Background: an optimization exercise with open tools, aiming at small area. Do not read the settings as production practice. Function was checked by simulation only, so behaviour that the tests miss may differ from the original. Power is estimated from default activity; no workload was simulated.

// speck_uart_top_v3
module speck_uart_top_v3 (
    input  wire clk,
    input  wire rst,
    input  wire uart_rxd,
    output wire uart_txd
);
    localparam [3:0] S_CMD   = 4'd0,    
                     S_KEY   = 4'd1,    
                     S_BLK   = 4'd2,    
                     S_FWDW  = 4'd3,    
                     S_FWD   = 4'd4,    
                     S_PREPW = 4'd5,    
                     S_INVA  = 4'd6,    
                     S_INVB  = 4'd7,    
                     S_TX    = 4'd8;    
    reg  [3:0]  st;
    reg  [4:0]  ph;
    reg  [1:0]  sg;
    reg  [4:0]  cnt;       
    reg  [3:0]  bn;        
    reg         rx_busy;
    reg         sp;        
    reg         rb;        
    reg         c0, c1, match;    
    reg         key_ok;
    reg         tx_out;
    reg  [31:0] X, Y, K;
    reg  [95:0] L;
    reg  [7:0]  XS, LS;    
    reg  [3:0]  YS, KS;    
    reg         cd, ck;    
    assign uart_txd = tx_out;
    wire slot_end = (ph == 5'd31);
    wire fwd     = (st == S_FWD);
    wire inva    = (st == S_INVA);
    wire invb    = (st == S_INVB);
    wire invmode = (st == S_PREPW) | inva | invb;
    wire cnt_m1  = (cnt == 5'd31);
    wire cnt_26  = (cnt == 5'd26);
    wire en_df   = fwd & c0;                        
    wire en_kf   = fwd;                             
    wire en_di   = inva & ~c0 & ~cnt_26;            
    wire en_ki   = inva & ~cnt_m1;                  
    wire lo8     = (ph[4:3] == 2'b00);              
    wire late_d  = invb & ~c0 & ~cnt_26 & lo8;
    wire late_k  = invb & ~cnt_m1 & lo8;
  ...
For scale: roughly 250 flip-flops.
==> flow/config.mk <==
export PLATFORM = sky130hd
export DESIGN_NAME = speck_uart_top_v3
export DESIGN_NICKNAME = speck_uart_top_v3
export VERILOG_FILES = /design/flow/design.v
export SDC_FILE = /design/flow/constraint.sdc
export NUM_CORES = 4
export LEC_CHECK = 0
export CAP_MARGIN = 20
export CORE_MARGIN = 2
export CORE_UTILIZATION = 40
export SLEW_MARGIN = 20
==> flow/constraint.sdc <==
create_clock -name core_clock -period 10.0 [get_ports {clk}]
set_input_delay 2.0000 -clock core_clock [delete_from_list [all_inputs] [get_ports {clk}]]
set_output_delay 2.0000 -clock core_clock [all_outputs]
set_load 0.01 [all_outputs]
standard.sh (not shown) runs the stock make flow with config.mk's settings and CLKGATE_MAP_FILE= SYNTH_SCRIPT=/design/flow/synth_recipe.tcl, a recipe that flattens the netlist after the stock synthesis.
==> flow/flow/run.sh <==
#!/bin/bash
set -euo pipefail
export CTS_ARGS="-sink_clustering_enable -repair_clock_nets -dont_use_dummy_load -buf_list sky130_fd_sc_hd__clkbuf_4 -sink_clustering_size 10 -sink_clustering_max_diameter 40"
bash standard.sh > flow.log 2>&1
==> next run, changes <==
==> flow/run.sh (new file) <==
#!/bin/bash
# synth_recipe.tcl (not shown) runs the flow's synth.tcl, then flattens the netlist and writes it again
# the make line also repeats each setting of config.mk as NAME=value (left out here)
make -C /OpenROAD-flow-scripts/flow DESIGN_CONFIG=/design/flow/config.mk WORK_HOME=/design/flow/orfs CLKGATE_MAP_FILE= SYNTH_SCRIPT=/design/flow/synth_recipe.tcl finish
Settings changed: CORE_UTILIZATION 40 to 60, CTS_BUF_LIST set to sky130_fd_sc_hd__clkbuf_16, CTS_CLUSTER_DIAMETER set to 60, CTS_CLUSTER_SIZE set to 36.
removed: flow/flow/run.sh
removed: flow/standard.sh
Effect:
- The new run finished with timing, DRC and antenna clean
- clock-buffer cell count went down by 16
- worst setup slack gains 160 ps
- synthesized area stays the same
- cell count went down by 11%
- core utilization went up by 23 points
- non-clock buffer count went up by 1
- critical path depth does not change
- global-route usage went up by 6.1 points
- clock power went up by 57%
==> next run, changes <==
==> flow/flow/run.sh (new file) <==
#!/bin/bash
set -euo pipefail
export CTS_ARGS="-sink_clustering_enable -repair_clock_nets -dont_use_dummy_load -buf_list sky130_fd_sc_hd__clkbuf_8 -sink_clustering_size 20 -sink_clustering_max_diameter 50"
bash standard.sh > flow.log 2>&1
==> flow/standard.sh (new file) <==
#!/bin/bash
# synth_recipe.tcl (not shown) runs the flow's synth.tcl, then flattens the netlist and writes it again
# the make line also repeats each setting of config.mk as NAME=value (left out here)
make -C /OpenROAD-flow-scripts/flow DESIGN_CONFIG=/design/flow/config.mk WORK_HOME=/design/flow/orfs CLKGATE_MAP_FILE= SYNTH_SCRIPT=/design/flow/synth_recipe.tcl "${@:-finish}"
Settings changed: CORE_UTILIZATION 60 to 40, CTS_BUF_LIST sky130_fd_sc_hd__clkbuf_16 to unset, CTS_CLUSTER_DIAMETER 60 to unset, CTS_CLUSTER_SIZE 36 to unset.
removed: flow/run.sh
Outcome: The new run passed the timing, design-rule and antenna checks; power falls by roughly a tenth; die area went up by well over a third; clock power decreases by a quarter to a third; non-clock buffer count shrinks by 1.
==> next run, changes <==
==> flow/run.sh (new file) <==
#!/bin/bash
# synth_recipe.tcl (not shown) runs the flow's synth.tcl, then flattens the netlist and writes it again
# the make line also repeats each setting of config.mk as NAME=value (left out here)
make -C /OpenROAD-flow-scripts/flow DESIGN_CONFIG=/design/flow/config.mk WORK_HOME=/design/flow/orfs CLKGATE_MAP_FILE= SYNTH_SCRIPT=/design/flow/synth_recipe.tcl finish
removed: flow/flow/run.sh
removed: flow/standard.sh
Setup slack gets worse by 56 ps.
Clock skew falls by 44 ps.
Non-clock buffer count does not change.
Clock-buffer cell count rises by 14.
Final cell count rises by 2.6%.
Synthesized area does not change.
Design area rises by 6.8%.
Routed wire length rises by 2.0%.
Global-route usage rises by 0.28 points.
==> next run, changes <==
Settings changed: CTS_BUF_LIST set to sky130_fd_sc_hd__clkbuf_8, CTS_CLUSTER_DIAMETER set to 50, CTS_CLUSTER_SIZE set to 20.
The new run completed without violations.
Fmax falls by 0.41%.
Via count falls by 1.5%.
Cell area falls by about 5%.
Wire length falls by about 1.8%.
Register-to-register slack hardly moves.
Clock power falls by about 40%.
Clock-buffer cell count falls by 13.
Final cell count falls by about 1.1%.


## job 9360
The RTL this note starts from:
==> flow/design.v <==
module speck_uart_top_v3 (
    input  wire clk,
    input  wire rst,
    input  wire uart_rxd,
    output wire uart_txd
);
    localparam [2:0] S_CMD  = 3'd0,    
                     S_KEY  = 3'd1,    
                     S_BLK  = 3'd2,    
                     S_WAIT = 3'd3,    
                     S_RUN  = 3'd4,    
                     S_TX   = 3'd5,    
                     S_DEC  = 3'd6;    
    reg  [2:0]  st;
    reg         fwd;       
    reg         dk;        
    reg  [4:0]  ph;
    reg  [4:0]  cnt;       
    reg  [3:0]  bn;        
    reg         rx_busy;
    reg         sp;        
    reg         rb;        
    reg         c0;        
    reg         key_ok;
    reg         tx_out;
    reg  [31:0] X, Y, K, L0, L1, L2;
    reg  [7:0]  S8;        
    reg  [2:0]  S3;        
    reg         cy;        
    assign uart_txd = tx_out;
    wire slot_end = (ph == 5'd31);
    wire ph_0     = (ph == 5'd0);
    wire lo8      = (ph[4:3] == 2'b00);                        
    wire lo3      = lo8 & ~(ph[2] | (ph[1] & ph[0]));          
    wire hi3      = (ph[4:2] == 3'b111) & (ph[1] | ph[0]);     
    wire lt24     = ~(ph[4] & ph[3]);
    wire run  = (st == S_RUN);
    wire f_d  = run & fwd & ~dk;
    wire f_k  = run & fwd & dk;
    wire i_d  = run & ~fwd & ~dk;
    wire i_k  = run & ~fwd & dk;
    reg cb;
    always @(*) begin
        case (ph[2:0])
            3'd0:    cb = cnt[0];
            3'd1:    cb = cnt[1];
            3'd2:    cb = cnt[2];
            3'd3:    cb = cnt[3];
            default: cb = cnt[4];
        endcase
    end
    wire ib = lo8 & ~(ph[2] & (ph[1] | ph[0])) & (cb ^ ~fwd);
    wire p0  = ~dk ? X[0] : (fwd ? L0[0] : L2[0]);
    wire p8  = ~dk ? X[8] : L0[8];
    wire p3  = ~dk ? X[3] : L2[3];
    wire q0  = ~dk ? Y[0] : K[0];
    wire q3  = ~dk ? Y[3] : K[3];
    wire q29 = ~dk ? Y[29] : K[29];
    wire r   = ~dk ? K[0] : ib;
    wire qnew_i = hi3 ? S3[1] : (q3 ^ p3);
    wire ea     = fwd ? (lt24 ? p8 : S8[0]) : (p0 ^ r);
    wire eb     = fwd ? q0 : ~qnew_i;
    wire eci    = ph_0 ? ~fwd : cy;
    wire esum   = ea ^ eb ^ eci;
    wire pnew_f = esum ^ r;
    wire qnew_f = (lo3 ? q29 : S3[0]) ^ pnew_f;
    wire s8_in = fwd ? (lo8 ? p0 : S8[0]) : esum;
    wire s3_in = fwd ? q0 : (lo3 ? (q0 ^ p0) : S3[0]);
    wire s_cmd  = (st == S_CMD);
    wire hit    = (ph == {cnt[1:0] & {2{~s_cmd}}, bn[2:0]});
    wire rx_win = rx_busy & ~bn[3] & hit;
    wire wr_key = rx_win & (st == S_KEY);
    wire wr_blk = rx_win & (st == S_BLK);
    wire wr_K   = wr_key & (cnt[3:2] == 2'd0);
    wire wr_L0  = wr_key & (cnt[3:2] == 2'd1);
    wire wr_L1  = wr_key & (cnt[3:2] == 2'd2);
    wire wr_L2  = wr_key & (cnt[3:2] == 2'd3);
    wire wr_X   = (wr_blk & cnt[2]) | (rx_win & s_cmd);
    wire wr_Y   = wr_blk & ~cnt[2];
    wire hi8  = ph[4] & ph[3];                                  
    wire xfb  = wr_X ? rb : f_d ? pnew_f : (i_d & ~lo8) ? S8[0] : X[0];
    wire x7   = (i_d & hi8) ? esum : X[8];
    wire yfb  = wr_Y ? rb : f_d ? qnew_f : i_d ? qnew_i : Y[0];
    wire kfb  = wr_K ? rb : f_k ? qnew_f : i_k ? qnew_i : K[0];
    wire l0fb = wr_L0 ? rb : f_k ? L1[0] : i_k ? S8[0] : L0[0];
    wire l07  = (i_k & hi8) ? esum : L0[8];
    wire l1fb = wr_L1 ? rb : f_k ? L2[0] : i_k ? L0[0] : L1[0];
    wire l2fb = wr_L2 ? rb : f_k ? pnew_f : i_k ? L1[0] : L2[0];
    always @(posedge clk) begin
        X  <= {xfb,  X[31:9], x7, X[7:1]};
        Y  <= {yfb,  Y[31:1]};
        K  <= {kfb,  K[31:1]};
        L0 <= {l0fb, L0[31:9], l07, L0[7:1]};
        L1 <= {l1fb, L1[31:1]};
        L2 <= {l2fb, L2[31:1]};
        S8 <= {s8_in, S8[7:1]};
        S3 <= {s3_in, S3[2:1]};
        cy <= (ea & eb) | (ea & eci) | (eb & eci);
    end
    wire tapv = cnt[2] ? X[0] : Y[0];
    wire s_tx = (st == S_TX);
    wire cap  = s_tx & hit;
    wire rx_start = ~rx_busy & ~uart_rxd;
    wire smp      = rx_busy & (ph[3:0] == 4'd0) & (ph[4] == sp);
    wire smp_stop = smp & (bn == 4'd7);
    wire [7:0] cmd   = X[8:1];
    wire       is_k  = (cmd == 8'h4B);
    wire       is_ed = (cmd[7:1] == 7'b0100_010);   
    wire       is_r  = (cmd == 8'h52);
    wire       dec   = (st == S_DEC) & slot_end;
    wire cnt_26   = (cnt == 5'd26);
    wire cnt_31   = (cnt == 5'd31);
    wire pair_end = ~fwd & (~dk | c0);               
    wire run_end  = run & slot_end & pair_end & cnt_31;
    wire tx_last  = (bn == 4'd9) & (cnt[2:0] == 3'd7);
    always @(posedge clk or posedge rst) begin
        if (rst) begin
            st      <= S_CMD;
            rx_busy <= 1'b0;
            key_ok  <= 1'b0;
            tx_out  <= 1'b1;
        end else begin
            if (rx_start) rx_busy <= 1'b1;
            if (smp_stop) rx_busy <= 1'b0;
            if (dec) begin
                if (is_k)
                    st <= S_KEY;
                else if (is_ed & key_ok)
                    st <= S_BLK;
                else
                    st <= S_CMD;
                if (is_r)
                    key_ok <= 1'b0;
            end
            if (smp_stop) begin
                case (st)
                    S_CMD: st <= S_DEC;
                    S_KEY: if (cnt_31) begin
                        st     <= S_CMD;
                        key_ok <= 1'b1;
                    end
                    default: if (cnt_31) st <= S_WAIT;
                endcase
            end
            if (slot_end) begin
                if (st == S_WAIT) st <= S_RUN;
                if (run_end)      st <= S_TX;
                if (s_tx & tx_last) st <= S_CMD;
            end
            if (run_end)
                tx_out <= 1'b0;
            else if (s_tx & slot_end)
                tx_out <= (bn == 4'd9) ? tx_last : (bn == 4'd8) ? 1'b1 : (cap ? tapv : rb);
        end
    end
    always @(posedge clk) begin
        ph <= ph + 5'd1;
        if (slot_end) begin
            if (st == S_WAIT) begin
                fwd <= 1'b1;
                dk  <= ~c0;
            end else if (run) begin
                if (fwd) begin
                    if (dk & cnt_26) fwd <= 1'b0;
                    dk <= ~dk | ~c0 | cnt_26;
                end else begin
                    dk <= pair_end;
                end
            end
        end
        if (rx_start) begin
            sp <= ~(ph[4] ^ ph[3]);
            bn <= 4'd14;
        end else if (smp) begin
            bn <= bn + 4'd1;
        end else if (run_end) begin
            bn <= 4'd0;
        end else if (s_tx & slot_end) begin
            bn <= (bn == 4'd9) ? 4'd0 : bn + 4'd1;
        end
        if (smp)
            rb <= uart_rxd;
        else if (cap)
            rb <= tapv;
        if (dec)
            c0 <= cmd[0];
        if (dec)
            cnt <= {1'b1, ~cmd[1], 3'b000};
        else if (smp_stop)
            cnt <= cnt + 5'd1;
        else if (slot_end) begin
            if (run & fwd & dk & cnt_26)
                cnt <= ~cnt;
            else if ((run & (fwd ? dk : pair_end)) | (s_tx & (bn == 4'd9)))
                cnt <= cnt + 5'd1;
        end
    end
endmodule
clock: 10.0 ns
lec_check: 0
cap_margin: 20
core_margin: 2
core_utilization: 40
slew_margin: 20
==> flow/flow/run.sh <==
#!/bin/bash
# Own layout flow: the standard flow (standard.sh) with two changes.
#  1. After the standard synthesis, the combinational logic is re-mapped by
#     Yosys/ABC for area. Every flip-flop instance is kept as it is (same
#     name, same cell); the new netlist is checked against the standard one
#     with a combinational equivalence proof (flip-flops as cut points), and
#     the standard netlist is kept if the proof fails.
#  2. Clock tree synthesis uses small clock buffers and no dummy loads.
# Each tool writes its full output to a log file in this folder.
set -euo pipefail
export CTS_ARGS="-sink_clustering_enable -repair_clock_nets -dont_use_dummy_load -buf_list sky130_fd_sc_hd__clkbuf_4 -sink_clustering_size 10 -sink_clustering_max_diameter 40"

bash standard.sh synth > synth.log 2>&1

R=orfs/results/${FLOW_PLATFORM}/speck_uart_top_v3/base
LIB=${FLOW_HOME}/platforms/${FLOW_PLATFORM}/lib/sky130_fd_sc_hd__tt_025C_1v80.lib
YOSYS=${FLOW_HOME}/../tools/install/yosys/bin/yosys
[ -x "$YOSYS" ] || YOSYS=yosys

cp $R/1_2_yosys.v std_netlist.v
SEQ=$(grep -o "sky130_fd_sc_hd__[a-z]*df[a-z0-9_]*" std_netlist.v | sort -u | tr '\n' ' ')

cat > reopt.ys <<EOY
read_liberty -ignore_miss_func $LIB
blackbox $SEQ
read_verilog std_netlist.v
hierarchy -top ${FLOW_TOP}
flatten
opt -purge
abc -liberty $LIB -dont_use *probe* -dont_use *lpflow*
opt_clean -purge
hilomap -singleton -hicell sky130_fd_sc_hd__conb_1 HI -locell sky130_fd_sc_hd__conb_1 LO
splitnets
opt_clean -purge
insbuf -buf sky130_fd_sc_hd__buf_4 A X
stat -liberty $LIB
write_verilog -noattr -noexpr -nohex -nodec reopt_netlist.v
EOY

cat > equiv.ys <<EOY
read_liberty -ignore_miss_func $LIB
blackbox $SEQ
read_verilog std_netlist.v
rename ${FLOW_TOP} gold
read_verilog reopt_netlist.v
rename ${FLOW_TOP} gate
flatten gold gate
rename -hide w:_*
rename -hide w:*.*
opt_clean
equiv_make gold gate equiv
hierarchy -top equiv
equiv_simple -seq 0
equiv_status -assert
EOY

if "$YOSYS" -l reopt.log -s reopt.ys > /dev/null 2>&1 && \
   "$YOSYS" -l equiv.log -s equiv.ys > /dev/null 2>&1; then
    cp reopt_netlist.v $R/1_2_yosys.v
    touch $R/1_2_yosys.v
    echo "re-mapped netlist in use" > reopt_status.txt
else
    echo "re-mapping failed or not proven; standard netlist in use" > reopt_status.txt
fi

bash standard.sh > flow.log 2>&1
> inputs changed (job 9360 -> job 1845)
# job 9360
export LEC_CHECK = 0
export CAP_MARGIN = 20
export CORE_MARGIN = 2
export CORE_UTILIZATION = 40
export SLEW_MARGIN = 20
create_clock -name core_clock -period 10.0 [get_ports {clk}]
# job 1845
export LEC_CHECK = 0
export CAP_MARGIN = 20
export CORE_MARGIN = 2
export CORE_UTILIZATION = 65
export PLACE_DENSITY = 0.8
export SLEW_MARGIN = 20
create_clock -name core_clock -period 10.0 [get_ports {clk}]
diff --git a/flow/flow/run.sh b/flow/flow/run.sh
--- a/flow/flow/run.sh
+++ b/flow/flow/run.sh
@@ -4,4 +4,5 @@
-#     Yosys/ABC for area. Every flip-flop instance is kept as it is (same
-#     name, same cell); the new netlist is checked against the standard one
-#     with a combinational equivalence proof (flip-flops as cut points), and
-#     the standard netlist is kept if the proof fails.
+#     Yosys/ABC for area, with a few ABC scripts; the smallest result is kept.
+#     Every flip-flop instance is kept as it is (same name, same cell); each
+#     new netlist is checked against the standard one with a combinational
+#     equivalence proof (flip-flops as cut points), and the standard netlist
+#     is kept if no re-mapped netlist passes.
@@ -23 +24,11 @@
-cat > reopt.ys <<EOY
+SCRIPTS=(
+  ""
+  "-script +&get,-n;&st;&dch,-f;&nf,-R,1000;&put"
+  "-script +&get,-n;&st;&dch,-f;&nf,-a,-R,1000,-F,5;&put"
+  "-script +&get,-n;&st;&syn2;&dch,-f;&nf,-R,1000;&put"
+)
+
+best=""
+best_area=""
+for n in "${!SCRIPTS[@]}"; do
+  cat > reopt_$n.ys <<EOY
@@ -30 +41 @@
-abc -liberty $LIB -dont_use *probe* -dont_use *lpflow*
+abc -liberty $LIB -dont_use *probe* -dont_use *lpflow* ${SCRIPTS[$n]}
@@ -36,2 +47,2 @@
-stat -liberty $LIB
-write_verilog -noattr -noexpr -nohex -nodec reopt_netlist.v
+tee -o reopt_$n.stat stat -liberty $LIB
+write_verilog -noattr -noexpr -nohex -nodec reopt_$n.v
@@ -39,2 +50 @@
-
-cat > equiv.ys <<EOY
+  cat > equiv_$n.ys <<EOY
@@ -45 +55 @@
-read_verilog reopt_netlist.v
+read_verilog reopt_$n.v
@@ -55,0 +66,12 @@
+  if "$YOSYS" -l reopt_$n.log -s reopt_$n.ys > /dev/null 2>&1 && \
+     "$YOSYS" -l equiv_$n.log -s equiv_$n.ys > /dev/null 2>&1; then
+    area=$(awk '/Chip area for module/ {print $NF}' reopt_$n.stat | tail -1)
+    echo "script $n: area $area, proven" >> reopt_status.txt
+    if [ -z "$best" ] || awk -v a="$area" -v b="$best_area" 'BEGIN {exit !(a < b)}'; then
+      best=$n
+      best_area=$area
+    fi
+  else
+    echo "script $n: failed or not proven" >> reopt_status.txt
+  fi
+done
@@ -57,5 +79,4 @@
-if "$YOSYS" -l reopt.log -s reopt.ys > /dev/null 2>&1 && \
-   "$YOSYS" -l equiv.log -s equiv.ys > /dev/null 2>&1; then
-    cp reopt_netlist.v $R/1_2_yosys.v
-    touch $R/1_2_yosys.v
-    echo "re-mapped netlist in use" > reopt_status.txt
+if [ -n "$best" ]; then
+  cp reopt_$best.v $R/1_2_yosys.v
+  touch $R/1_2_yosys.v
+  echo "re-mapped netlist $best in use (area $best_area)" >> reopt_status.txt
@@ -63 +84 @@
-    echo "re-mapping failed or not proven; standard netlist in use" > reopt_status.txt
+  echo "standard netlist in use" >> reopt_status.txt
Job 1845: flow completed, timing, DRC and antenna clean
When the final numbers for job 9360 and job 1845 were put side by side, the clock skew after layout turned out to be greater in job 1845.
From job 1845 to job 9360, flip-flop and latch count did not move at all.
Placement row count of job 1845 falls short of that of job 9360 by more than 10%.
The run with more setup slack is job 1845; job 9360 has less.
Job 1845 vs. job 9360: area occupied by multi-input gates -about 3.7%, cell count after synthesis saw an increase, routed length on met2 now sits lower.
Sort job 9360 and job 1845 by sum of routed wire segments on met1, descending, and job 9360 comes first.
Edits applied to the flow inputs when going from job 1845 to job 8801:
diff --git a/flow/flow/run.sh b/flow/flow/run.sh
--- a/flow/flow/run.sh
+++ b/flow/flow/run.sh
@@ -2 +2 @@
-# Own layout flow: the standard flow (standard.sh) with two changes.
+# Own layout flow: the standard flow (standard.sh) with three changes.
@@ -9,0 +10 @@
+#  3. The port buffers are the smallest buffer cell.
@@ -11,0 +13 @@
+export BUFFER_PORTS_ARGS="-buffer_cell sky130_fd_sc_hd__buf_1"
@@ -27 +29 @@
-  "-script +&get,-n;&st;&dch,-f;&nf,-a,-R,1000,-F,5;&put"
+  "-script +&get,-n;&st;&dch,-f;&nf,-R,1000;&put;&get,-n;&st;&dch,-f;&nf,-R,1000;&put"
@@ -28,0 +31,4 @@
+  "-script +&get,-n;&st;&if,-K,4,-a;&mfs;&st;&dch,-f;&nf,-R,1000;&put"
+  "-script +&get,-n;&st;&if,-K,6,-a;&mfs;&st;&dch,-f;&nf,-R,1000;&put"
+  "-script +&get,-n;&st;&dch,-f;&if,-K,3,-a;&mfs;&st;&dch,-f;&nf,-R,1000;&put"
+  "-script +&get,-n;&st;&dch,-f;&if,-K,6,-a;&mfs;&st;&dch,-f;&nf,-R,1000;&put;&get,-n;&st;&dch,-f;&nf,-R,1000;&put"
==> comparison <==
- Against job 1845, job 8801 reports a net count reported at finish that is lower.
- Diff job 1845 -> job 8801 | height of the die | down slightly
- Between job 8801 and job 1845, it is job 8801 whose arrival time at the worst endpoint is lower, by 330 ps.
- The sequential cell count on job 1845 is in line with that on job 8801.
- From job 1845 to job 8801, largest fanout on the critical path did not move at all.
- Going from job 1845 to job 8801, mean number of vias per cell +0.86%; synthesis-to-finish area growth -0.27 points; hold slack +28 ps.
- Summary — global-route track usage on met1, job 8801 relative to job 1845: lower, by 1.5 points.
- Cmp job 1845 and job 8801 / post-synthesis cell count / higher: job 1845

-- re-timing with driven ports --
No port has a modelled driver above. Below, the same layouts with a new extraction and two added sets of constraints. Step 1 assumes that a clkbuf_16 drives the clock port and a buf_2 every other input. Step 2 also shifts input and output timing later by t, the mid clock arrival at the registers, as if the neighbouring blocks saw the same clock. a / b / c = ideal ports / drivers / drivers and shift; a / b = the first two.
| run | shift t [ns] | setup WS [ns] | worst hold slack (ns) |
|---|---|---|---|
| the first run of note 1 | 0.645 | 6.313 / 6.282 / 6.101 | 0.271 / 0.271 / 0.271 |
| the second run of note 1 | 0.515 | 6.474 / 6.434 / 6.197 | 0.313 / 0.313 / 0.313 |
| the third run of note 1 | 0.526 | 6.471 / 6.435 / 6.092 | 0.283 / 0.283 / 0.283 |
| the fourth run of note 1 | 0.551 | 6.415 / 6.374 / 6.129 | 0.321 / 0.321 / 0.321 |
| the fifth run of note 1 | 0.556 | 6.400 / 6.364 / 6.095 | 0.318 / 0.318 / 0.318 |
| job 9360 | 0.624 | 6.326 / 6.293 / 6.721 | 0.296 / 0.296 / 0.296 |
| job 1845 | 0.587 | 6.396 / 6.367 / 6.789 | 0.290 / 0.290 / 0.290 |
| job 8801 | 0.599 | 6.725 / 6.696 / 6.817 | 0.319 / 0.319 / 0.319 |
After both steps setup and hold are still met in every run listed. For the third run of note 1, which loses most, drivers alone change the setup slack by -0.036 ns; drivers and shift together by -0.379 ns.
